Context: an optimization exercise on an open-source flow, tuned for small area. The choices shown serve that exercise and are no tape-out recipe. In this exercise RTL edits were held to simulation tests only and were not proved equivalent to the original. Power and IR drop assume default switching activity.

`config.mk`:
```
export PLATFORM = sky130hd
export DESIGN_NAME = caption_overlay
export DESIGN_NICKNAME = caption_overlay
export VERILOG_FILES = /design/flow/design.v
export SDC_FILE = /design/flow/constraint.sdc
export NUM_CORES = 4
export LEC_CHECK = 0
export ABC_AREA = 1
export CAP_MARGIN = 20
export CORE_MARGIN = 2
export CORE_UTILIZATION = 50
export GPL_TIMING_DRIVEN = 0
export SLEW_MARGIN = 20
export SYNTH_MEMORY_MAX_BITS = 16384
```
`constraint.sdc`:
```
create_clock -name core_clock -period 10.0 [get_ports {clk}]
set_input_delay 2.0000 -clock core_clock [delete_from_list [all_inputs] [get_ports {clk}]]
set_output_delay 2.0000 -clock core_clock [all_outputs]
set_load 0.01 [all_outputs]
```
`design.v`:
```
module font_rom (
    input  logic [6:0] code,
    input  logic [2:0] row,
    input  logic [2:0] col,
    output logic       pixel
);
    wire c5 = code[5];
    wire c2 = code[2];
    wire c6 = code[6];
    wire c3 = code[3];
    wire c4 = code[4];
    wire c0 = code[0];
    wire c1 = code[1];
    wire r2 = row[2];
    wire r1 = row[1];
    wire r0 = row[0];
    wire x1 = col[1];
    wire x2 = col[2];
    wire x0 = col[0];
    wire new_n15, new_n16, new_n17, new_n18, new_n19, new_n20, new_n21,
        new_n22, new_n23, new_n24, new_n25, new_n26, new_n27, new_n28, new_n29,
        new_n30, new_n31, new_n32, new_n33, new_n34, new_n35, new_n36, new_n37,
        new_n38, new_n39, new_n40, new_n41, new_n42, new_n43, new_n44, new_n45,
        new_n46, new_n47, new_n48, new_n49, new_n50, new_n51, new_n52, new_n53,
        new_n54, new_n55, new_n56, new_n57, new_n58, new_n59, new_n60, new_n61,
        new_n62, new_n63, new_n64, new_n65, new_n66, new_n67, new_n68, new_n69,
        new_n70, new_n71, new_n72, new_n73, new_n74, new_n75, new_n76, new_n77,
        new_n78, new_n79, new_n80, new_n81, new_n82, new_n83, new_n84, new_n85,
        new_n86, new_n87, new_n88, new_n89, new_n90, new_n91, new_n92, new_n93,
        new_n94, new_n95, new_n96, new_n97, new_n98, new_n99, new_n100,
        new_n101, new_n102, new_n103, new_n104, new_n105, new_n106, new_n107,
        new_n108, new_n109, new_n110, new_n111, new_n112, new_n113, new_n114,
        new_n115, new_n116, new_n117, new_n118, new_n119, new_n120, new_n121,
        new_n122, new_n123, new_n124, new_n125, new_n126, new_n127, new_n128,
        new_n129, new_n130, new_n131, new_n132, new_n133, new_n134, new_n135,
        new_n136, new_n137, new_n138, new_n139, new_n140, new_n141, new_n142,
        new_n143, new_n144, new_n145, new_n146, new_n147, new_n148, new_n149,
        new_n150, new_n151, new_n152, new_n153, new_n154, new_n155, new_n156,
        new_n157, new_n158, new_n159, new_n160, new_n161, new_n162, new_n163,
        new_n164, new_n165, new_n166, new_n167, new_n168, new_n169, new_n170,
        new_n171, new_n172, new_n173, new_n174, new_n175, new_n176, new_n177,
        new_n178, new_n179, new_n180, new_n181, new_n182, new_n183, new_n184,
        new_n185, new_n186, new_n187, new_n188, new_n189, new_n190, new_n191,
        new_n192, new_n193, new_n194, new_n195, new_n196, new_n197, new_n198,
        new_n199, new_n200, new_n201, new_n202, new_n203, new_n204, new_n205,
        new_n206, new_n207, new_n208, new_n209, new_n210, new_n211, new_n212,
        new_n213, new_n214, new_n215, new_n216, new_n217, new_n218, new_n219,
        new_n220, new_n221, new_n222, new_n223, new_n224, new_n225, new_n226,
        new_n227, new_n228, new_n229, new_n230, new_n231, new_n232, new_n233,
        new_n234, new_n235, new_n236, new_n237, new_n238, new_n239, new_n240,
        new_n241, new_n242, new_n243, new_n244, new_n245, new_n246, new_n247,
        new_n248, new_n249, new_n250, new_n251, new_n252, new_n253, new_n254,
        new_n255, new_n256, new_n257, new_n258, new_n259, new_n260, new_n261,
        new_n262, new_n263, new_n264, new_n265, new_n266, new_n267, new_n268,
        new_n269, new_n270, new_n271, new_n272, new_n273, new_n274, new_n275,
        new_n276, new_n277, new_n278, new_n279, new_n280, new_n281, new_n282,
        new_n283, new_n284, new_n285, new_n286, new_n287, new_n288, new_n289,
        new_n290, new_n291, new_n292, new_n293, new_n294, new_n295, new_n296,
        new_n297, new_n298, new_n299, new_n300, new_n301, new_n302, new_n303,
        new_n304, new_n305, new_n306, new_n307, new_n308, new_n309, new_n310,
        new_n311, new_n312, new_n313, new_n314, new_n315, new_n316, new_n317,
        new_n318, new_n319, new_n320, new_n321, new_n322, new_n323, new_n324,
        new_n325, new_n326, new_n327, new_n328, new_n329, new_n330, new_n331,
        new_n332, new_n333, new_n334, new_n335, new_n336, new_n337, new_n338,
        new_n339, new_n340, new_n341, new_n342, new_n343, new_n344, new_n345,
        new_n346, new_n347, new_n348, new_n349, new_n350, new_n351, new_n352,
        new_n353, new_n354, new_n355, new_n356, new_n357, new_n358, new_n359,
        new_n360, new_n361, new_n362, new_n363, new_n364, new_n365, new_n366,
        new_n367, new_n368, new_n369, new_n370, new_n371, new_n372, new_n373,
        new_n374, new_n375, new_n376, new_n377, new_n378, new_n379, new_n380,
        new_n381, new_n382, new_n383, new_n384, new_n385, new_n386, new_n387,
        new_n388, new_n389, new_n390, new_n391, new_n392, new_n393, new_n394,
        new_n395, new_n396, new_n397, new_n398, new_n399, new_n400, new_n401,
        new_n402, new_n403, new_n404, new_n405, new_n406, new_n407, new_n408,
        new_n409, new_n410, new_n411, new_n412, new_n413, new_n414, new_n415,
        new_n416, new_n417, new_n418, new_n419, new_n420, new_n421, new_n422,
        new_n423, new_n424, new_n425, new_n426, new_n427, new_n428, new_n429,
        new_n430, new_n431, new_n432, new_n433, new_n434, new_n435, new_n436,
        new_n437, new_n438, new_n439, new_n440, new_n441, new_n442, new_n443,
        new_n444, new_n445, new_n446, new_n447, new_n448, new_n449, new_n450,
        new_n451, new_n452, new_n453, new_n454, new_n455, new_n456, new_n457,
        new_n458, new_n459, new_n460, new_n461, new_n462, new_n463, new_n464,
        new_n465, new_n466, new_n467, new_n468, new_n469, new_n470, new_n471,
        new_n472, new_n473, new_n474, new_n475, new_n476, new_n477, new_n478,
        new_n479, new_n480, new_n481, new_n482, new_n483, new_n484, new_n485,
        new_n486, new_n487, new_n488, new_n489, new_n490, new_n491, new_n492,
        new_n493, new_n494, new_n495, new_n496, new_n497, new_n498, new_n499,
        new_n500, new_n501, new_n502, new_n503, new_n504, new_n505, new_n506,
        new_n507, new_n508, new_n509, new_n510, new_n511, new_n512, new_n513,
        new_n514, new_n515, new_n516, new_n517, new_n518, new_n519, new_n520,
        new_n521, new_n522, new_n523, new_n524, new_n525, new_n526, new_n527,
        new_n528, new_n529, new_n530, new_n531, new_n532, new_n533, new_n534,
        new_n535, new_n536, new_n537, new_n538, new_n539, new_n540, new_n541,
        new_n542, new_n543, new_n544, new_n545;
      assign new_n15 = r2 & r0;
      assign new_n16 = r1 & r0;
      assign new_n17 = ~r2 & ~r1;
      assign new_n18 = r2 & r1;
      assign new_n19 = ~r1 & r0;
      assign new_n20 = ~new_n18 & ~new_n19;
      assign new_n21 = ~new_n17 & new_n20;
      assign new_n22 = ~new_n16 & new_n21;
      assign new_n23 = ~new_n15 & ~new_n22;
      assign new_n24 = ~x1 & x0;
      assign new_n25 = x2 & new_n24;
      assign new_n26 = x1 & x2;
      assign new_n27 = ~x1 & ~x2;
      assign new_n28 = ~x0 & new_n27;
      assign new_n29 = ~new_n26 & ~new_n28;
      assign new_n30 = ~new_n25 & new_n29;
      assign new_n31 = ~x1 & new_n17;
      assign new_n32 = ~r0 & x0;
      assign new_n33 = new_n31 & new_n32;
      assign new_n34 = x1 & x0;
      assign new_n35 = ~x2 & ~new_n34;
      assign new_n36 = new_n19 & ~new_n35;
      assign new_n37 = ~new_n33 & ~new_n36;
      assign new_n38 = new_n30 & new_n37;
      assign new_n39 = new_n23 & new_n38;
      assign new_n40 = x2 & new_n16;
      assign new_n41 = x1 & ~new_n16;
      assign new_n42 = ~new_n40 & ~new_n41;
      assign new_n43 = x0 & ~new_n42;
      assign new_n44 = ~r0 & new_n17;
      assign new_n45 = ~new_n18 & ~new_n44;
      assign new_n46 = ~new_n26 & ~new_n27;
      assign new_n47 = ~new_n25 & new_n46;
      assign new_n48 = ~new_n45 & ~new_n47;
      assign new_n49 = new_n21 & new_n47;
      assign new_n50 = ~new_n48 & ~new_n49;
      assign new_n51 = ~new_n21 & ~new_n42;
      assign new_n52 = ~x0 & ~new_n51;
      assign new_n53 = new_n50 & new_n52;
      assign new_n54 = ~new_n43 & ~new_n53;
      assign new_n55 = x0 & new_n45;
      assign new_n56 = new_n54 & ~new_n55;
      assign new_n57 = ~new_n39 & ~new_n56;
      assign new_n58 = ~r1 & ~r0;
      assign new_n59 = r2 & ~new_n58;
      assign new_n60 = c1 & ~new_n59;
      assign new_n61 = ~c0 & ~new_n60;
      assign new_n62 = ~new_n57 & ~new_n61;
      assign new_n63 = ~x1 & ~x0;
      assign new_n64 = ~new_n34 & ~new_n63;
      assign new_n65 = new_n45 & ~new_n64;
      assign new_n66 = ~x2 & ~new_n65;
      assign new_n67 = c1 & c0;
      assign new_n68 = ~c1 & ~c0;
      assign new_n69 = ~new_n67 & ~new_n68;
      assign new_n70 = x2 & ~new_n69;
      assign new_n71 = ~new_n56 & new_n70;
      assign new_n72 = ~new_n66 & ~new_n71;
      assign new_n73 = ~new_n62 & new_n72;
      assign new_n74 = r2 & ~r0;
      assign new_n75 = new_n62 & ~new_n72;
      assign new_n76 = new_n74 & ~new_n75;
      assign new_n77 = new_n67 & ~new_n76;
      assign new_n78 = ~new_n73 & ~new_n77;
      assign new_n79 = ~new_n45 & new_n46;
      assign new_n80 = new_n21 & new_n27;
      assign new_n81 = ~new_n79 & ~new_n80;
      assign new_n82 = new_n67 & ~new_n81;
      assign new_n83 = new_n64 & new_n67;
      assign new_n84 = new_n19 & new_n83;
      assign new_n85 = ~c4 & ~new_n84;
      assign new_n86 = ~new_n82 & new_n85;
      assign new_n87 = ~new_n78 & new_n86;
      assign new_n88 = r2 & new_n58;
      assign new_n89 = ~new_n16 & ~new_n88;
      assign new_n90 = ~x0 & ~new_n23;
      assign new_n91 = new_n89 & ~new_n90;
      assign new_n92 = c1 & ~r0;
      assign new_n93 = new_n47 & ~new_n92;
      assign new_n94 = new_n91 & new_n93;
      assign new_n95 = ~r1 & ~x1;
      assign new_n96 = x1 & ~x0;
      assign new_n97 = r1 & new_n96;
      assign new_n98 = ~new_n95 & ~new_n97;
      assign new_n99 = c1 & ~new_n98;
      assign new_n100 = ~new_n91 & new_n99;
      assign new_n101 = ~new_n94 & ~new_n100;
      assign new_n102 = ~r2 & x1;
      assign new_n103 = ~r0 & ~new_n102;
      assign new_n104 = ~new_n101 & new_n103;
      assign new_n105 = c1 & ~c0;
      assign new_n106 = ~x1 & ~new_n18;
      assign new_n107 = ~new_n15 & ~new_n44;
      assign new_n108 = ~new_n30 & ~new_n107;
      assign new_n109 = new_n74 & new_n96;
      assign new_n110 = ~new_n108 & ~new_n109;
      assign new_n111 = new_n106 & new_n110;
      assign new_n112 = new_n105 & new_n111;
      assign new_n113 = ~new_n26 & new_n105;
      assign new_n114 = ~c0 & ~new_n41;
      assign new_n115 = x1 & ~new_n105;
      assign new_n116 = new_n58 & ~new_n115;
      assign new_n117 = ~new_n114 & ~new_n116;
      assign new_n118 = new_n113 & new_n117;
      assign new_n119 = r2 & new_n118;
      assign new_n120 = ~new_n112 & ~new_n119;
      assign new_n121 = ~r2 & ~x2;
      assign new_n122 = r0 & x0;
      assign new_n123 = new_n121 & ~new_n122;
      assign new_n124 = c1 & ~new_n123;
      assign new_n125 = x1 & ~new_n124;
      assign new_n126 = ~r2 & x2;
      assign new_n127 = c1 & new_n46;
      assign new_n128 = ~x0 & new_n127;
      assign new_n129 = new_n126 & new_n128;
      assign new_n130 = ~new_n125 & ~new_n129;
      assign new_n131 = r1 & ~r0;
      assign new_n132 = ~new_n122 & ~new_n131;
      assign new_n133 = new_n47 & ~new_n132;
      assign new_n134 = ~new_n21 & new_n133;
      assign new_n135 = c0 & ~new_n134;
      assign new_n136 = new_n130 & new_n135;
      assign new_n137 = ~new_n33 & new_n106;
      assign new_n138 = new_n30 & new_n68;
      assign new_n139 = ~new_n137 & new_n138;
      assign new_n140 = ~new_n30 & new_n31;
      assign new_n141 = c4 & ~new_n140;
      assign new_n142 = ~new_n139 & new_n141;
      assign new_n143 = ~new_n136 & new_n142;
      assign new_n144 = new_n120 & new_n143;
      assign new_n145 = ~new_n104 & new_n144;
      assign new_n146 = r1 & new_n15;
      assign new_n147 = x2 & new_n34;
      assign new_n148 = ~new_n146 & ~new_n147;
      assign new_n149 = c6 & ~c5;
      assign new_n150 = new_n148 & new_n149;
      assign new_n151 = ~new_n145 & new_n150;
      assign new_n152 = ~new_n87 & new_n151;
      assign new_n153 = new_n54 & new_n68;
      assign new_n154 = ~new_n83 & ~new_n153;
      assign new_n155 = ~new_n132 & ~new_n154;
      assign new_n156 = ~x2 & new_n20;
      assign new_n157 = c1 & ~x1;
      assign new_n158 = ~c0 & new_n157;
      assign new_n159 = ~new_n156 & new_n158;
      assign new_n160 = ~new_n155 & ~new_n159;
      assign new_n161 = ~new_n18 & new_n68;
      assign new_n162 = r0 & new_n111;
      assign new_n163 = new_n161 & ~new_n162;
      assign new_n164 = ~new_n160 & new_n163;
      assign new_n165 = ~x0 & new_n44;
      assign new_n166 = ~new_n146 & ~new_n165;
      assign new_n167 = new_n139 & new_n166;
      assign new_n168 = ~new_n111 & new_n167;
      assign new_n169 = new_n160 & new_n168;
      assign new_n170 = ~new_n164 & ~new_n169;
      assign new_n171 = ~new_n24 & ~new_n128;
      assign new_n172 = ~new_n45 & new_n171;
      assign new_n173 = new_n130 & new_n172;
      assign new_n174 = c0 & new_n148;
      assign new_n175 = new_n45 & ~new_n130;
      assign new_n176 = new_n174 & ~new_n175;
      assign new_n177 = ~new_n173 & new_n176;
      assign new_n178 = new_n120 & ~new_n177;
      assign new_n179 = ~new_n17 & ~new_n178;
      assign new_n180 = c4 & ~new_n179;
      assign new_n181 = new_n170 & new_n180;
      assign new_n182 = c6 & c5;
      assign new_n183 = ~r0 & new_n30;
      assign new_n184 = ~new_n95 & ~new_n183;
      assign new_n185 = ~r2 & ~x1;
      assign new_n186 = r0 & new_n185;
      assign new_n187 = new_n184 & ~new_n186;
      assign new_n188 = ~new_n17 & ~new_n187;
      assign new_n189 = ~c1 & c0;
      assign new_n190 = ~new_n36 & new_n189;
      assign new_n191 = new_n188 & new_n190;
      assign new_n192 = ~new_n19 & ~new_n22;
      assign new_n193 = new_n166 & new_n192;
      assign new_n194 = ~new_n18 & ~new_n171;
      assign new_n195 = ~new_n193 & ~new_n194;
      assign new_n196 = x2 & ~new_n31;
      assign new_n197 = ~new_n33 & new_n105;
      assign new_n198 = ~new_n196 & new_n197;
      assign new_n199 = ~new_n195 & new_n198;
      assign new_n200 = ~c4 & ~new_n199;
      assign new_n201 = new_n18 & new_n27;
      assign new_n202 = ~r2 & ~r0;
      assign new_n203 = new_n63 & new_n202;
      assign new_n204 = ~new_n15 & ~new_n202;
      assign new_n205 = x1 & new_n204;
      assign new_n206 = ~new_n203 & ~new_n205;
      assign new_n207 = ~new_n201 & new_n206;
      assign new_n208 = new_n74 & ~new_n207;
      assign new_n209 = r2 & ~new_n42;
      assign new_n210 = ~new_n30 & new_n209;
      assign new_n211 = new_n19 & ~new_n29;
      assign new_n212 = ~new_n147 & ~new_n211;
      assign new_n213 = ~new_n210 & new_n212;
      assign new_n214 = ~new_n208 & new_n213;
      assign new_n215 = ~new_n17 & new_n67;
      assign new_n216 = new_n206 & new_n215;
      assign new_n217 = new_n214 & new_n216;
      assign new_n218 = new_n68 & new_n148;
      assign new_n219 = ~new_n35 & new_n44;
      assign new_n220 = new_n106 & ~new_n121;
      assign new_n221 = ~new_n219 & ~new_n220;
      assign new_n222 = ~new_n96 & ~new_n221;
      assign new_n223 = c1 & new_n64;
      assign new_n224 = new_n16 & ~new_n223;
      assign new_n225 = new_n29 & new_n224;
      assign new_n226 = new_n18 & ~new_n63;
      assign new_n227 = ~new_n225 & ~new_n226;
      assign new_n228 = ~new_n222 & new_n227;
      assign new_n229 = new_n218 & ~new_n228;
      assign new_n230 = ~new_n217 & ~new_n229;
      assign new_n231 = new_n200 & new_n230;
      assign new_n232 = ~new_n191 & new_n231;
      assign new_n233 = new_n182 & ~new_n232;
      assign new_n234 = ~new_n181 & new_n233;
      assign new_n235 = ~new_n152 & ~new_n234;
      assign new_n236 = ~c3 & ~new_n235;
      assign new_n237 = ~r2 & r1;
      assign new_n238 = x0 & new_n237;
      assign new_n239 = ~x2 & ~new_n238;
      assign new_n240 = new_n89 & new_n239;
      assign new_n241 = ~new_n170 & new_n240;
      assign new_n242 = ~new_n102 & ~new_n240;
      assign new_n243 = new_n68 & ~new_n242;
      assign new_n244 = ~new_n241 & new_n243;
      assign new_n245 = ~x0 & ~new_n45;
      assign new_n246 = ~new_n64 & new_n204;
      assign new_n247 = c1 & new_n15;
      assign new_n248 = x2 & new_n18;
      assign new_n249 = ~new_n247 & ~new_n248;
      assign new_n250 = ~new_n246 & new_n249;
      assign new_n251 = new_n245 & new_n250;
      assign new_n252 = new_n189 & ~new_n251;
      assign new_n253 = new_n207 & new_n252;
      assign new_n254 = new_n28 & new_n207;
      assign new_n255 = new_n96 & new_n202;
      assign new_n256 = ~c0 & ~new_n255;
      assign new_n257 = new_n250 & ~new_n256;
      assign new_n258 = ~new_n199 & ~new_n250;
      assign new_n259 = ~new_n257 & ~new_n258;
      assign new_n260 = ~new_n254 & new_n259;
      assign new_n261 = ~new_n253 & ~new_n260;
      assign new_n262 = new_n126 & ~new_n192;
      assign new_n263 = ~new_n261 & new_n262;
      assign new_n264 = ~r2 & ~new_n16;
      assign new_n265 = new_n157 & ~new_n264;
      assign new_n266 = c1 & r1;
      assign new_n267 = new_n121 & new_n266;
      assign new_n268 = new_n19 & new_n102;
      assign new_n269 = ~new_n267 & ~new_n268;
      assign new_n270 = ~new_n265 & new_n269;
      assign new_n271 = ~new_n225 & ~new_n270;
      assign new_n272 = ~c1 & ~x2;
      assign new_n273 = ~new_n89 & new_n272;
      assign new_n274 = ~new_n26 & ~new_n273;
      assign new_n275 = ~new_n271 & new_n274;
      assign new_n276 = ~new_n263 & new_n275;
      assign new_n277 = c0 & ~new_n276;
      assign new_n278 = ~new_n30 & new_n58;
      assign new_n279 = new_n67 & ~new_n278;
      assign new_n280 = ~new_n15 & new_n279;
      assign new_n281 = c3 & ~new_n280;
      assign new_n282 = ~x1 & ~new_n17;
      assign new_n283 = ~new_n126 & new_n282;
      assign new_n284 = ~c0 & ~new_n283;
      assign new_n285 = ~new_n18 & ~new_n284;
      assign new_n286 = ~new_n218 & ~new_n285;
      assign new_n287 = ~new_n39 & new_n286;
      assign new_n288 = x1 & new_n15;
      assign new_n289 = ~new_n279 & new_n288;
      assign new_n290 = ~c6 & c5;
      assign new_n291 = c4 & new_n290;
      assign new_n292 = ~new_n289 & new_n291;
      assign new_n293 = ~new_n287 & new_n292;
      assign new_n294 = ~new_n281 & new_n293;
      assign new_n295 = ~new_n277 & new_n294;
      assign new_n296 = ~new_n244 & new_n295;
      assign new_n297 = ~new_n58 & new_n67;
      assign new_n298 = c1 & ~r2;
      assign new_n299 = ~new_n157 & ~new_n298;
      assign new_n300 = ~new_n297 & new_n299;
      assign new_n301 = new_n188 & ~new_n300;
      assign new_n302 = new_n264 & ~new_n282;
      assign new_n303 = ~x0 & new_n19;
      assign new_n304 = new_n46 & new_n303;
      assign new_n305 = new_n69 & ~new_n304;
      assign new_n306 = ~new_n302 & new_n305;
      assign new_n307 = ~new_n284 & new_n306;
      assign new_n308 = ~new_n104 & new_n307;
      assign new_n309 = ~new_n139 & new_n182;
      assign new_n310 = ~new_n308 & new_n309;
      assign new_n311 = new_n148 & ~new_n310;
      assign new_n312 = ~new_n301 & ~new_n311;
      assign new_n313 = x1 & ~new_n45;
      assign new_n314 = ~new_n259 & new_n313;
      assign new_n315 = ~new_n54 & new_n297;
      assign new_n316 = c0 & x2;
      assign new_n317 = new_n298 & new_n316;
      assign new_n318 = r2 & ~x2;
      assign new_n319 = ~new_n189 & new_n318;
      assign new_n320 = ~new_n317 & ~new_n319;
      assign new_n321 = ~new_n315 & ~new_n320;
      assign new_n322 = ~new_n225 & ~new_n321;
      assign new_n323 = new_n117 & ~new_n322;
      assign new_n324 = ~new_n314 & new_n323;
      assign new_n325 = ~c6 & ~new_n324;
      assign new_n326 = ~c1 & x0;
      assign new_n327 = ~new_n159 & ~new_n326;
      assign new_n328 = new_n88 & ~new_n327;
      assign new_n329 = ~new_n131 & ~new_n303;
      assign new_n330 = ~r2 & ~new_n329;
      assign new_n331 = ~new_n159 & new_n330;
      assign new_n332 = new_n47 & ~new_n224;
      assign new_n333 = new_n69 & new_n332;
      assign new_n334 = ~new_n331 & new_n333;
      assign new_n335 = ~new_n328 & new_n334;
      assign new_n336 = new_n19 & new_n171;
      assign new_n337 = new_n50 & ~new_n336;
      assign new_n338 = new_n67 & ~new_n337;
      assign new_n339 = new_n15 & new_n24;
      assign new_n340 = r2 & new_n96;
      assign new_n341 = new_n161 & ~new_n340;
      assign new_n342 = ~new_n339 & new_n341;
      assign new_n343 = ~new_n66 & new_n342;
      assign new_n344 = c6 & ~new_n343;
      assign new_n345 = ~new_n338 & new_n344;
      assign new_n346 = ~new_n335 & new_n345;
      assign new_n347 = ~c5 & ~new_n346;
      assign new_n348 = ~c4 & c3;
      assign new_n349 = ~new_n347 & new_n348;
      assign new_n350 = ~new_n325 & new_n349;
      assign new_n351 = ~new_n312 & new_n350;
      assign new_n352 = c2 & ~new_n351;
      assign new_n353 = ~new_n296 & new_n352;
      assign new_n354 = ~new_n236 & new_n353;
      assign new_n355 = ~c0 & new_n101;
      assign new_n356 = ~new_n47 & new_n132;
      assign new_n357 = new_n148 & ~new_n266;
      assign new_n358 = ~new_n133 & new_n357;
      assign new_n359 = ~new_n356 & new_n358;
      assign new_n360 = new_n355 & new_n359;
      assign new_n361 = ~r2 & ~new_n64;
      assign new_n362 = ~new_n131 & ~new_n361;
      assign new_n363 = new_n113 & ~new_n362;
      assign new_n364 = ~new_n102 & new_n189;
      assign new_n365 = new_n214 & new_n364;
      assign new_n366 = ~new_n363 & ~new_n365;
      assign new_n367 = ~new_n360 & new_n366;
      assign new_n368 = c3 & ~new_n367;
      assign new_n369 = new_n18 & new_n30;
      assign new_n370 = new_n221 & ~new_n369;
      assign new_n371 = x2 & new_n370;
      assign new_n372 = r0 & ~new_n185;
      assign new_n373 = ~new_n203 & ~new_n372;
      assign new_n374 = ~x2 & ~new_n373;
      assign new_n375 = ~new_n40 & ~new_n374;
      assign new_n376 = new_n279 & new_n375;
      assign new_n377 = ~new_n371 & new_n376;
      assign new_n378 = new_n261 & ~new_n377;
      assign new_n379 = c4 & ~c3;
      assign new_n380 = new_n212 & new_n379;
      assign new_n381 = ~new_n378 & new_n380;
      assign new_n382 = ~new_n368 & ~new_n381;
      assign new_n383 = ~new_n17 & ~new_n382;
      assign new_n384 = new_n26 & new_n192;
      assign new_n385 = r0 & new_n28;
      assign new_n386 = ~new_n64 & ~new_n192;
      assign new_n387 = ~new_n385 & ~new_n386;
      assign new_n388 = ~new_n384 & new_n387;
      assign new_n389 = new_n105 & new_n388;
      assign new_n390 = ~r0 & ~new_n96;
      assign new_n391 = new_n18 & ~new_n390;
      assign new_n392 = ~new_n35 & new_n264;
      assign new_n393 = ~new_n391 & ~new_n392;
      assign new_n394 = new_n389 & new_n393;
      assign new_n395 = ~new_n32 & ~new_n81;
      assign new_n396 = new_n189 & ~new_n395;
      assign new_n397 = ~new_n27 & new_n58;
      assign new_n398 = new_n67 & ~new_n397;
      assign new_n399 = ~new_n396 & ~new_n398;
      assign new_n400 = new_n188 & ~new_n399;
      assign new_n401 = r2 & new_n189;
      assign new_n402 = new_n131 & new_n401;
      assign new_n403 = new_n64 & new_n402;
      assign new_n404 = ~c3 & ~new_n403;
      assign new_n405 = ~new_n400 & new_n404;
      assign new_n406 = ~new_n394 & new_n405;
      assign new_n407 = ~c4 & ~new_n406;
      assign new_n408 = ~new_n383 & ~new_n407;
      assign new_n409 = ~new_n126 & new_n189;
      assign new_n410 = new_n30 & new_n409;
      assign new_n411 = ~x1 & ~new_n131;
      assign new_n412 = new_n410 & ~new_n411;
      assign new_n413 = new_n160 & ~new_n412;
      assign new_n414 = ~r2 & new_n19;
      assign new_n415 = ~new_n413 & ~new_n414;
      assign new_n416 = ~new_n22 & new_n34;
      assign new_n417 = ~new_n69 & ~new_n416;
      assign new_n418 = new_n65 & ~new_n127;
      assign new_n419 = new_n30 & new_n131;
      assign new_n420 = ~new_n83 & ~new_n264;
      assign new_n421 = x2 & ~new_n420;
      assign new_n422 = ~new_n419 & ~new_n421;
      assign new_n423 = ~new_n418 & new_n422;
      assign new_n424 = new_n417 & new_n423;
      assign new_n425 = ~new_n415 & ~new_n424;
      assign new_n426 = ~new_n146 & ~new_n425;
      assign new_n427 = r2 & new_n105;
      assign new_n428 = new_n16 & new_n427;
      assign new_n429 = new_n30 & new_n428;
      assign new_n430 = new_n348 & ~new_n429;
      assign new_n431 = ~new_n426 & new_n430;
      assign new_n432 = new_n182 & ~new_n431;
      assign new_n433 = ~new_n408 & new_n432;
      assign new_n434 = c1 & ~new_n27;
      assign new_n435 = ~new_n102 & ~new_n434;
      assign new_n436 = ~new_n58 & ~new_n435;
      assign new_n437 = ~new_n201 & ~new_n436;
      assign new_n438 = new_n110 & new_n437;
      assign new_n439 = new_n264 & ~new_n438;
      assign new_n440 = ~new_n111 & new_n316;
      assign new_n441 = ~x2 & ~new_n36;
      assign new_n442 = c0 & ~new_n441;
      assign new_n443 = ~c0 & new_n95;
      assign new_n444 = ~new_n264 & ~new_n443;
      assign new_n445 = ~new_n442 & new_n444;
      assign new_n446 = ~new_n39 & new_n445;
      assign new_n447 = ~c1 & ~new_n446;
      assign new_n448 = ~new_n440 & new_n447;
      assign new_n449 = ~new_n439 & new_n448;
      assign new_n450 = ~new_n118 & ~new_n449;
      assign new_n451 = new_n291 & ~new_n450;
      assign new_n452 = ~new_n22 & ~new_n29;
      assign new_n453 = ~new_n17 & ~new_n174;
      assign new_n454 = ~new_n452 & ~new_n453;
      assign new_n455 = ~new_n416 & new_n454;
      assign new_n456 = new_n46 & new_n64;
      assign new_n457 = new_n264 & new_n456;
      assign new_n458 = ~new_n455 & ~new_n457;
      assign new_n459 = c1 & ~new_n458;
      assign new_n460 = new_n46 & new_n189;
      assign new_n461 = ~new_n15 & ~new_n64;
      assign new_n462 = new_n460 & new_n461;
      assign new_n463 = ~c4 & ~new_n462;
      assign new_n464 = ~new_n459 & new_n463;
      assign new_n465 = ~c3 & new_n290;
      assign new_n466 = ~new_n464 & new_n465;
      assign new_n467 = ~new_n451 & ~new_n466;
      assign new_n468 = new_n47 & ~new_n98;
      assign new_n469 = new_n101 & ~new_n468;
      assign new_n470 = new_n45 & ~new_n469;
      assign new_n471 = new_n245 & new_n469;
      assign new_n472 = new_n218 & ~new_n471;
      assign new_n473 = ~new_n470 & new_n472;
      assign new_n474 = ~new_n199 & ~new_n298;
      assign new_n475 = ~x2 & ~new_n58;
      assign new_n476 = new_n30 & ~new_n475;
      assign new_n477 = r1 & ~new_n27;
      assign new_n478 = new_n42 & new_n477;
      assign new_n479 = ~new_n476 & ~new_n478;
      assign new_n480 = ~new_n474 & ~new_n479;
      assign new_n481 = r2 & new_n316;
      assign new_n482 = new_n20 & ~new_n481;
      assign new_n483 = c1 & ~new_n482;
      assign new_n484 = ~r1 & new_n121;
      assign new_n485 = new_n122 & new_n484;
      assign new_n486 = ~new_n483 & ~new_n485;
      assign new_n487 = ~new_n184 & ~new_n486;
      assign new_n488 = ~new_n18 & ~new_n115;
      assign new_n489 = ~new_n26 & ~new_n146;
      assign new_n490 = new_n69 & new_n489;
      assign new_n491 = ~new_n488 & new_n490;
      assign new_n492 = new_n379 & ~new_n491;
      assign new_n493 = ~new_n487 & new_n492;
      assign new_n494 = ~new_n480 & new_n493;
      assign new_n495 = ~new_n473 & new_n494;
      assign new_n496 = ~new_n467 & ~new_n495;
      assign new_n497 = new_n185 & new_n189;
      assign new_n498 = ~new_n355 & ~new_n497;
      assign new_n499 = new_n91 & new_n267;
      assign new_n500 = new_n16 & ~new_n410;
      assign new_n501 = ~new_n68 & ~new_n500;
      assign new_n502 = ~new_n47 & ~new_n91;
      assign new_n503 = ~new_n501 & new_n502;
      assign new_n504 = ~new_n499 & ~new_n503;
      assign new_n505 = ~new_n498 & new_n504;
      assign new_n506 = ~new_n264 & new_n412;
      assign new_n507 = c4 & c3;
      assign new_n508 = ~new_n506 & new_n507;
      assign new_n509 = ~new_n505 & new_n508;
      assign new_n510 = ~new_n217 & new_n438;
      assign new_n511 = ~new_n487 & ~new_n510;
      assign new_n512 = c0 & ~new_n511;
      assign new_n513 = r2 & ~new_n272;
      assign new_n514 = ~c0 & ~new_n513;
      assign new_n515 = new_n388 & new_n514;
      assign new_n516 = ~new_n267 & ~new_n427;
      assign new_n517 = new_n54 & ~new_n516;
      assign new_n518 = new_n379 & ~new_n517;
      assign new_n519 = ~new_n515 & new_n518;
      assign new_n520 = ~new_n512 & new_n519;
      assign new_n521 = ~new_n238 & new_n264;
      assign new_n522 = ~new_n47 & new_n521;
      assign new_n523 = new_n47 & ~new_n58;
      assign new_n524 = ~new_n521 & new_n523;
      assign new_n525 = ~new_n522 & ~new_n524;
      assign new_n526 = new_n252 & new_n525;
      assign new_n527 = ~c3 & new_n86;
      assign new_n528 = ~new_n526 & new_n527;
      assign new_n529 = ~new_n389 & new_n528;
      assign new_n530 = new_n54 & new_n67;
      assign new_n531 = new_n105 & ~new_n370;
      assign new_n532 = new_n68 & ~new_n332;
      assign new_n533 = new_n45 & new_n64;
      assign new_n534 = new_n460 & ~new_n533;
      assign new_n535 = new_n348 & ~new_n534;
      assign new_n536 = ~new_n532 & new_n535;
      assign new_n537 = ~new_n531 & new_n536;
      assign new_n538 = ~new_n530 & new_n537;
      assign new_n539 = new_n150 & ~new_n538;
      assign new_n540 = ~new_n529 & new_n539;
      assign new_n541 = ~new_n520 & new_n540;
      assign new_n542 = ~new_n509 & new_n541;
      assign new_n543 = ~c2 & ~new_n542;
      assign new_n544 = ~new_n496 & new_n543;
      assign new_n545 = ~new_n433 & new_n544;
      assign pixel = ~new_n354 & ~new_n545;
endmodule
module caption_renderer (
    input  logic         clk,
    input  logic         rst_n,
    input  logic [7:0]   pixel_x,
    input  logic [7:0]   pixel_y,
    input  logic         text_load,       
    input  logic [255:0] text_string,
    input  logic [4:0]   text_length,
    input  logic [7:0]   cfg_y_position,
    output logic         box_d1,          
    output logic         lit_d1           
);
    localparam CHARS = 18;
    function automatic logic [8:0] sub_ripple(input logic [7:0] a, input logic [7:0] b);
        logic borrow;
        borrow = 1'b0;
        for (int i = 0; i < 8; i++) begin
            sub_ripple[i] = a[i] ^ b[i] ^ borrow;
            borrow = (~a[i] & b[i]) | (~(a[i] ^ b[i]) & borrow);
        end
        sub_ripple[8] = borrow;
    endfunction
    logic [6:0] line_buffer [0:CHARS-1];
    logic [4:0] line_length;
    always_ff @(posedge clk or negedge rst_n) begin
        if (!rst_n)
            line_length <= 5'd0;
        else if (text_load)
            line_length <= (text_length[4] & (text_length[3] | text_length[2] |
                                              (text_length[1] & text_length[0])))
                           ? 5'd18 : text_length;    
    end
    always_ff @(posedge clk) begin
        if (text_load)
            for (int c = 0; c < CHARS; c++)
                line_buffer[c] <= text_string[254 - c*8 -: 7];
    end
    logic [8:0] y_off;
    assign y_off = sub_ripple(pixel_y, cfg_y_position);
    wire in_rows = ~y_off[8] & ~y_off[7] & ~y_off[6] & ~y_off[3] &
                   (~y_off[5] | (~y_off[4] & ~y_off[2]));
    wire [2:0] glyph_row = y_off[2:0];
    wire [2:0] start_q = {~(line_length[2] ^ (line_length[1] | line_length[0])),
                          line_length[1] ^ line_length[0], line_length[0]};    
    logic [8:0] rel;
    assign rel = sub_ripple({2'b0, pixel_x[7:2]}, {5'b0, start_q});
    wire [4:0] char_index = rel[5:1];
    logic [8:0] idx_cmp;
    assign idx_cmp = sub_ripple({3'b0, char_index}, {3'b0, line_length});
    wire in_x = ~rel[8] & idx_cmp[8];
    wire in_box = in_rows & in_x;
    logic [6:0] cur_char;
    always_comb begin
        if (char_index[4])
            cur_char = char_index[0] ? line_buffer[17] : line_buffer[16];
        else
            cur_char = line_buffer[char_index[3:0]];
    end
    logic [6:0] char_d1;
    logic       glyph_pixel;
    font_rom u_font_rom (
        .code  (char_d1),
        .row   (glyph_row),
        .col   (pixel_x[2:0]),
        .pixel (glyph_pixel)
    );
    always_ff @(posedge clk) begin
        char_d1 <= cur_char;
        box_d1  <= in_box;
        lit_d1  <= in_box & box_d1 & glyph_pixel;
    end
endmodule
module alpha_blender (
    input  logic        clk,
    input  logic        rst_n,
    input  logic [14:0] vid_rgb_in,
    input  logic        vid_de_in,
    input  logic        vid_vs_in,
    input  logic        vid_hs_in,
    input  logic        overlay_alpha,
    input  logic        overlay_lit,
    input  logic [14:0] overlay_color,
    output logic [14:0] vid_rgb_out,
    output logic        vid_de_out,
    output logic        vid_vs_out,
    output logic        vid_hs_out,
    input  logic        cfg_enable
);
    logic [17:0] vid_d1, vid_d2;
    always_ff @(posedge clk) begin
        vid_d1 <= {vid_rgb_in, vid_de_in, vid_vs_in, vid_hs_in};
        vid_d2 <= vid_d1;
    end
    wire show_caption = cfg_enable & overlay_alpha;
    always_ff @(posedge clk or negedge rst_n) begin
        if (!rst_n) begin
            vid_rgb_out <= 15'h0000;
            vid_de_out  <= 1'b0;
            vid_vs_out  <= 1'b0;
            vid_hs_out  <= 1'b0;
        end else begin
            vid_rgb_out <= show_caption ? (overlay_lit ? overlay_color : 15'h0000)
                                        : vid_d2[17:3];
            vid_de_out  <= vid_d2[2];
            vid_vs_out  <= vid_d2[1];
            vid_hs_out  <= vid_d2[0];
        end
    end
endmodule
`timescale 1ns / 1ps
module caption_overlay (
    input  logic         clk,
    input  logic         rst_n,
    input  logic [14:0]  vid_rgb_in,
    input  logic         vid_de_in,
    input  logic         vid_vs_in,
    input  logic         vid_hs_in,
    input  logic [7:0]   vid_x,
    input  logic [7:0]   vid_y,
    input  logic         text_valid,
    input  logic [255:0] text_string,
    input  logic [4:0]   text_length,
    input  logic         cfg_enable,
    input  logic         cfg_mode,
    input  logic [14:0]  cfg_caption_color,
    input  logic [7:0]   cfg_caption_y,
    output logic [14:0]  vid_rgb_out,
    output logic         vid_de_out,
    output logic         vid_vs_out,
    output logic         vid_hs_out
);
    wire caption_en = cfg_enable & cfg_mode;
    logic box_d1, lit_d1;
    caption_renderer u_caption_renderer (
        .clk            (clk),
        .rst_n          (rst_n),
        .pixel_x        (vid_x),
        .pixel_y        (vid_y),
        .text_load      (text_valid & caption_en),
        .text_string    (text_string),
        .text_length    (text_length),
        .cfg_y_position (cfg_caption_y),
        .box_d1         (box_d1),
        .lit_d1         (lit_d1)
    );
    logic        caption_alpha, caption_lit;
    logic [14:0] caption_color;
    always_ff @(posedge clk or negedge rst_n) begin
        if (!rst_n) begin
            caption_alpha <= 1'b0;
            caption_lit   <= 1'b0;
        end else begin
            caption_alpha <= caption_en & box_d1;
            caption_lit   <= caption_en & lit_d1;
        end
    end
    always_ff @(posedge clk)
        caption_color <= cfg_caption_color;
    alpha_blender u_alpha_blender (
        .clk           (clk),
        .rst_n         (rst_n),
        .vid_rgb_in    (vid_rgb_in),
        .vid_de_in     (vid_de_in),
        .vid_vs_in     (vid_vs_in),
        .vid_hs_in     (vid_hs_in),
        .overlay_alpha (caption_alpha),
        .overlay_lit   (caption_lit),
        .overlay_color (caption_color),
        .vid_rgb_out   (vid_rgb_out),
        .vid_de_out    (vid_de_out),
        .vid_vs_out    (vid_vs_out),
        .vid_hs_out    (vid_hs_out),
        .cfg_enable    (cfg_enable)
    );
endmodule
```
`flow/run.sh`:
```
#!/bin/bash
# Own layout flow: the standard ORFS flow (standard.sh) with
#  - synthesis: the standard synthesis script, with an area-oriented ABC
#    mapping script (flow/abc_min_area.script);
#  - port buffers: buf_1 cells (every input and output port still gets one);
#  - CTS: clkbuf_4 clock buffers in clusters of at most 10 sinks, no dummy
#    loads.
# Each tool's output is logged under orfs/logs (ORFS) and in flow_make.log.
set -euo pipefail
W=$(pwd)
export FLOW_WORK=$W
export FLOW_ABC_SCRIPT=$W/flow/abc_min_area.script
bash "$W/standard.sh" \
  SYNTH_SCRIPT="$W/flow/synth_area.tcl" \
  BUFFER_PORTS_ARGS="-buffer_cell sky130_fd_sc_hd__buf_1" \
  CTS_ARGS="-sink_clustering_enable -repair_clock_nets -dont_use_dummy_load -buf_list {sky130_fd_sc_hd__clkbuf_4} -sink_clustering_size 10 -sink_clustering_max_diameter 50" \
  finish > "$W/flow_make.log" 2>&1
```
`flow/abc_min_area.script`:
```
strash
dch
amap
mfs2
strash
dch
amap
mfs2
strash
dch
amap
topo
stime -c
```
`flow/synth_area.tcl`:
```
# The standard synthesis (synth_recipe.tcl, which ORFS's synth.tcl runs
# under), with one change: the final ABC technology mapping uses an
# area-oriented script instead of ORFS's delay-oriented one. Registers are
# mapped before ABC runs, so they are those of the standard synthesis.
proc abc {args} {
  set i [lsearch -exact $args -script]
  if { $i >= 0 } {
    lset args [expr { $i + 1 }] $::env(FLOW_ABC_SCRIPT)
  }
  yosys abc {*}$args
}
source $::env(FLOW_WORK)/synth_recipe.tcl
```
`standard.sh`:
```
#!/bin/bash
# synth_recipe.tcl (not shown) runs the flow's synth.tcl, then flattens the netlist and writes it again
# the make line also repeats each setting of config.mk as NAME=value (left out here)
make -C /OpenROAD-flow-scripts/flow DESIGN_CONFIG=/design/flow/config.mk WORK_HOME=/design/flow/orfs CLKGATE_MAP_FILE= SYNTH_SCRIPT=/design/flow/synth_recipe.tcl "${@:-finish}"
```
==> results.yml <==
run_status:
  status: "finished clean"
layout:
  finalInstanceArea_um2: 10200
  synthToLayoutAreaGrowth_pct: 15.0
  drive_above_1_share_pct: 3.59
  nets: 1332
  final-instance-count-excl-fill: 1202
clocking:
  clock_sinks: 211
  cts_buffers: 25
  insertion_delay_ns: 0.66
  cts_max_path_buffers: 3
  htree_levels: 1
  path_clk_slew_ns: 0.10
  cts_setup_buffers: 0
  hold_buffers: 0
  ctsRootBufferMaster: "clkbuf_4"
  tritoncts: "done"
  ctsResizeCount: 0
critical_path:
  arrival_ns: 9.14
  path_buf_inv: 7
  crit_family: "simple AND/OR/NAND/NOR gates"
  endpoint_kind: "flip-flop"
  critPathMostFrequentCell: "nor2_1"
  path_class: "in -> reg"
  cp_slowest_stage_delay_ns: 0.84
  worst-path-max-fanout: 20
  crit_path_start_kind: "primary input"
  required_ns: 10.55
  critPathSlowestCell: "fa_1"
timing:
  skew_ns: 0.0729
  layout_min_cycle_time_ns: 8.59
  setup_slack_ns: 1.41
  finalHoldViolCount: 0
  slew_headroom_pct: 21.8
  slew_viol_final: 0
  rsz0062_at_grt: "no"
  setup_tns_ns: 0
  hold_ws_ns: 0.330
  setup_violations: 0
  worst_pin_slew_ns: 1.16
  fin_crit_sh_pct: 85.9
  max_freq_mhz: 116
route:
  drt-pass1-iter-count: 11
  final_antenna_net_count: 0
  post_drt_wl_per_cell_um: 23.5
  drt_wl_total_um: 28300
  num_vias: 7568
  vias_per_cell: 6.30
  drc: 0
  initialDrtViolationCount: 953
synth:
  synth_top_area_share_pct: 42.7
  ys_types: 47
  syn_area_um2: 8850
  synth_area_leader_cell: "edfxtp_1"
  synthFlopType: "edfxtp_1"
  synth_fp_nets: 1093
  ys_warn_count: 4
  synth.yosys.seq_area_share_pct: 63.4
  synth.area.top_cells: "edfxtp_1 (43%), dfxtp_1 (14%), dfrtp_1 (7.1%)"
  async_flop_share_pct: 11.8
  avgSynthCellArea_um2: 12.0
  synth_edf_count: 126
  ys_ff_latch: 211
  synthesis.instances: 739
power:
  leakagePower_nw: 3.43
  peakVddDrop_v: 0.000166
  power_density_nw_per_um2: 210
die:
  die_w_um: 137
  io_pins: 341
  core_um2: 17300
  start_util_pct: 51.2
  num_rows: 48
  dieArea_um2: 18800
  fp.dieH_um: 137
grt:
  grt_pass1_vias: 7490
  antenna_found_initial: 1
  grt_pass1_wl_um: 41400
  grtUsageTotal_pct: 29.7
  grt_max_degree: 69
  grt-ovfl-total: 0
placed_design:
  dp_slack_ns: 1.08
  gp_congestion: 1.07
  placed_cells: 1175
  hpwl_um: 21200
  place_area_um2: 9970
  io_buffers: 210
job:
  drv_cap: 0
worst_hold_path:
  hold_path_class: "reg -> reg"
[state kept, by name (all words and copies together), names as in the netlist]
signal and cells:
u_caption_renderer.lit_d1 1, u_caption_renderer.char_d1 7, caption_lit 1, u_alpha_blender.vid_vs_out 1, u_alpha_blender.vid_hs_out 1, u_caption_renderer.line_length 5
caption_alpha 1, u_alpha_blender.vid_de_out 1, u_alpha_blender.vid_rgb_out 15, u_caption_renderer.line_buffer 126, u_alpha_blender.vid_d2 18, caption_color 15
u_alpha_blender.vid_d1 18, u_caption_renderer.box_d1 1
[placed cells by master, fill, tap and decap left out, drive strengths merged, types with 4 or more instances in the layout]
| cell | n |
|---|---|
| a21oi | 33 |
| a22o | 7 |
| a31oi | 10 |
| edfxtp | 126 |
| o21ai | 25 |
| dfxtp | 60 |
| o311ai | 4 |
| o21a | 6 |
| nor2b | 6 |
| ha | 22 |
| o22ai | 14 |
| nor2 | 89 |
| o31ai | 4 |
| dfrtp | 25 |
| a32o | 17 |
| nand2 | 29 |
| nand3 | 9 |
| clkbuf | 26 |
| a22oi | 18 |
| a2111oi | 6 |
| nor3 | 42 |
| a211oi | 6 |
| nand4 | 4 |
| clkinv | 85 |
| fa | 9 |
| a222oi | 17 |
| a31o | 4 |
| o32ai | 4 |
| buf | 211 |
| a221oi | 15 |
| or2 | 4 |
| nor4 | 9 |
[cells in the mapped netlist, drive strengths merged (4+ instances only)]
master     n
nor4       9
clkinv    85
a22oi     18
o22ai     14
a22o       7
ha        22
edfxtp   126
a31o       4
o21a       6
a2111oi    6
a21oi     33
or2        4
nand2     29
nor2b      6
a211oi     6
o21ai     25
dfrtp     25
nor3      42
o31ai      4
a222oi    17
nand3      9
o311ai     4
a221oi    15
nor2      89
dfxtp     60
o32ai      4
a32o      17
fa         9
a31oi     10
nand4      4
[layer usage]
layer / routed length [µm] / GRT usage, % / vias to the layer above
li1: - / - / 3324
met1: 11000 / 39.3 / 3613
met2: 12800 / 45.6 / 534
met3: 3250 / 8.44 / 97
met4: 1240 / 13.3 / 0
met5: 0 / 0 / -
[final timing paths]
path / startpoint / endpoint / slack [ns] / depth (start not counted)
worst max-delay path: vid_y[0] / u_caption_renderer.lit_d1 / 1.41 / 30
min in group asynchronous: rst_n / u_alpha_blender.vid_rgb_out[6] / 1.33 / 1
worst max register to register: u_caption_renderer.char_d1[1] / u_caption_renderer.lit_d1 / 5.16 / 19
worst min register to register: u_alpha_blender.vid_d1[6] / u_alpha_blender.vid_d2[6] / 0.33 / 0
worst min-delay path: u_alpha_blender.vid_d1[6] / u_alpha_blender.vid_d2[6] / 0.33 / 0
max in group asynchronous: rst_n / u_alpha_blender.vid_de_out / 8.23 / 1
[worst register-to-register path, cell delays in order, from the launching register on]
cell       delay (ns)
dfxtp_1          0.65
clkinv_1         0.55
nor3_1           0.40
nor2_1           0.11
clkinv_1         0.09
a21oi_1          0.09
a2111oi_0        0.81
clkinv_1         0.25
o32ai_1          0.25
o31ai_1          0.14
o21ai_0          0.24
and3_1           0.27
a211oi_1         0.06
a21oi_1          0.21
nor3_1           0.11
nor2_1           0.12
o41ai_1          0.11
nor2b_1          0.17
nand3b_1         0.14
nor2b_1          0.05
[report_power, final]
part           switching, mW  internal (mW)  total [mW]
clock                  0.249          0.115       0.364
sequential            0.0483          0.981        1.03
combinational          0.513          0.233       0.746
[logic make-up after synthesis]
group,Yosys count,synth area share [%]
adders and majority gates,31,5.14
AOI/OAI and AO/OA,209,17.5
buffers and inverters,85,3.60
DFF,211,63.4
and+or+nand+nor,203,10.4
[layout make-up]
type,instances,area [µm²]
Timing Repair Buffer,212,822
Fill cell,1454,7110
Multi-Input combinational cell,443,2960
Inverter,85,324
Clock buffer,25,188
Sequential cell,211,5610
Tap cell,225,282
Antenna cell,1,2.50
[stage by stage]
stage / power, mW / util (%)
after floorplan: 1.47 / -
after global placement: 1.77 / 57.4
after detailed placement: 1.75 / 57.6
after CTS: 2.11 / 58.7
after global routing: 2.23 / 58.9
final: 2.14 / 58.9

-- re-timing with driven ports --
The results above use ideal ports. As a check the final layout listed here was re-extracted and re-timed, cells and wires unchanged. Step 1 assumes that a clkbuf_16 drives the clock port and a buf_2 every other input. Step 2 adds t to the input delays and takes it off the output delays; t is the mean of the earliest and latest rising clock arrival at the registers after step 1. Input paths then give back, and output paths get back, about the clock's delay inside the block. a / b / c = no drivers / after step 1 / after step 2; a / b = the first two.
shift t [ns]: 0.656
slack for setup (ns): 1.413 / 1.424 / 0.768
cell pins on the clock port's net: 1
After both steps this run still meets setup and hold. For this run, drivers alone change the setup slack by +0.011 ns; drivers and shift together by -0.645 ns.
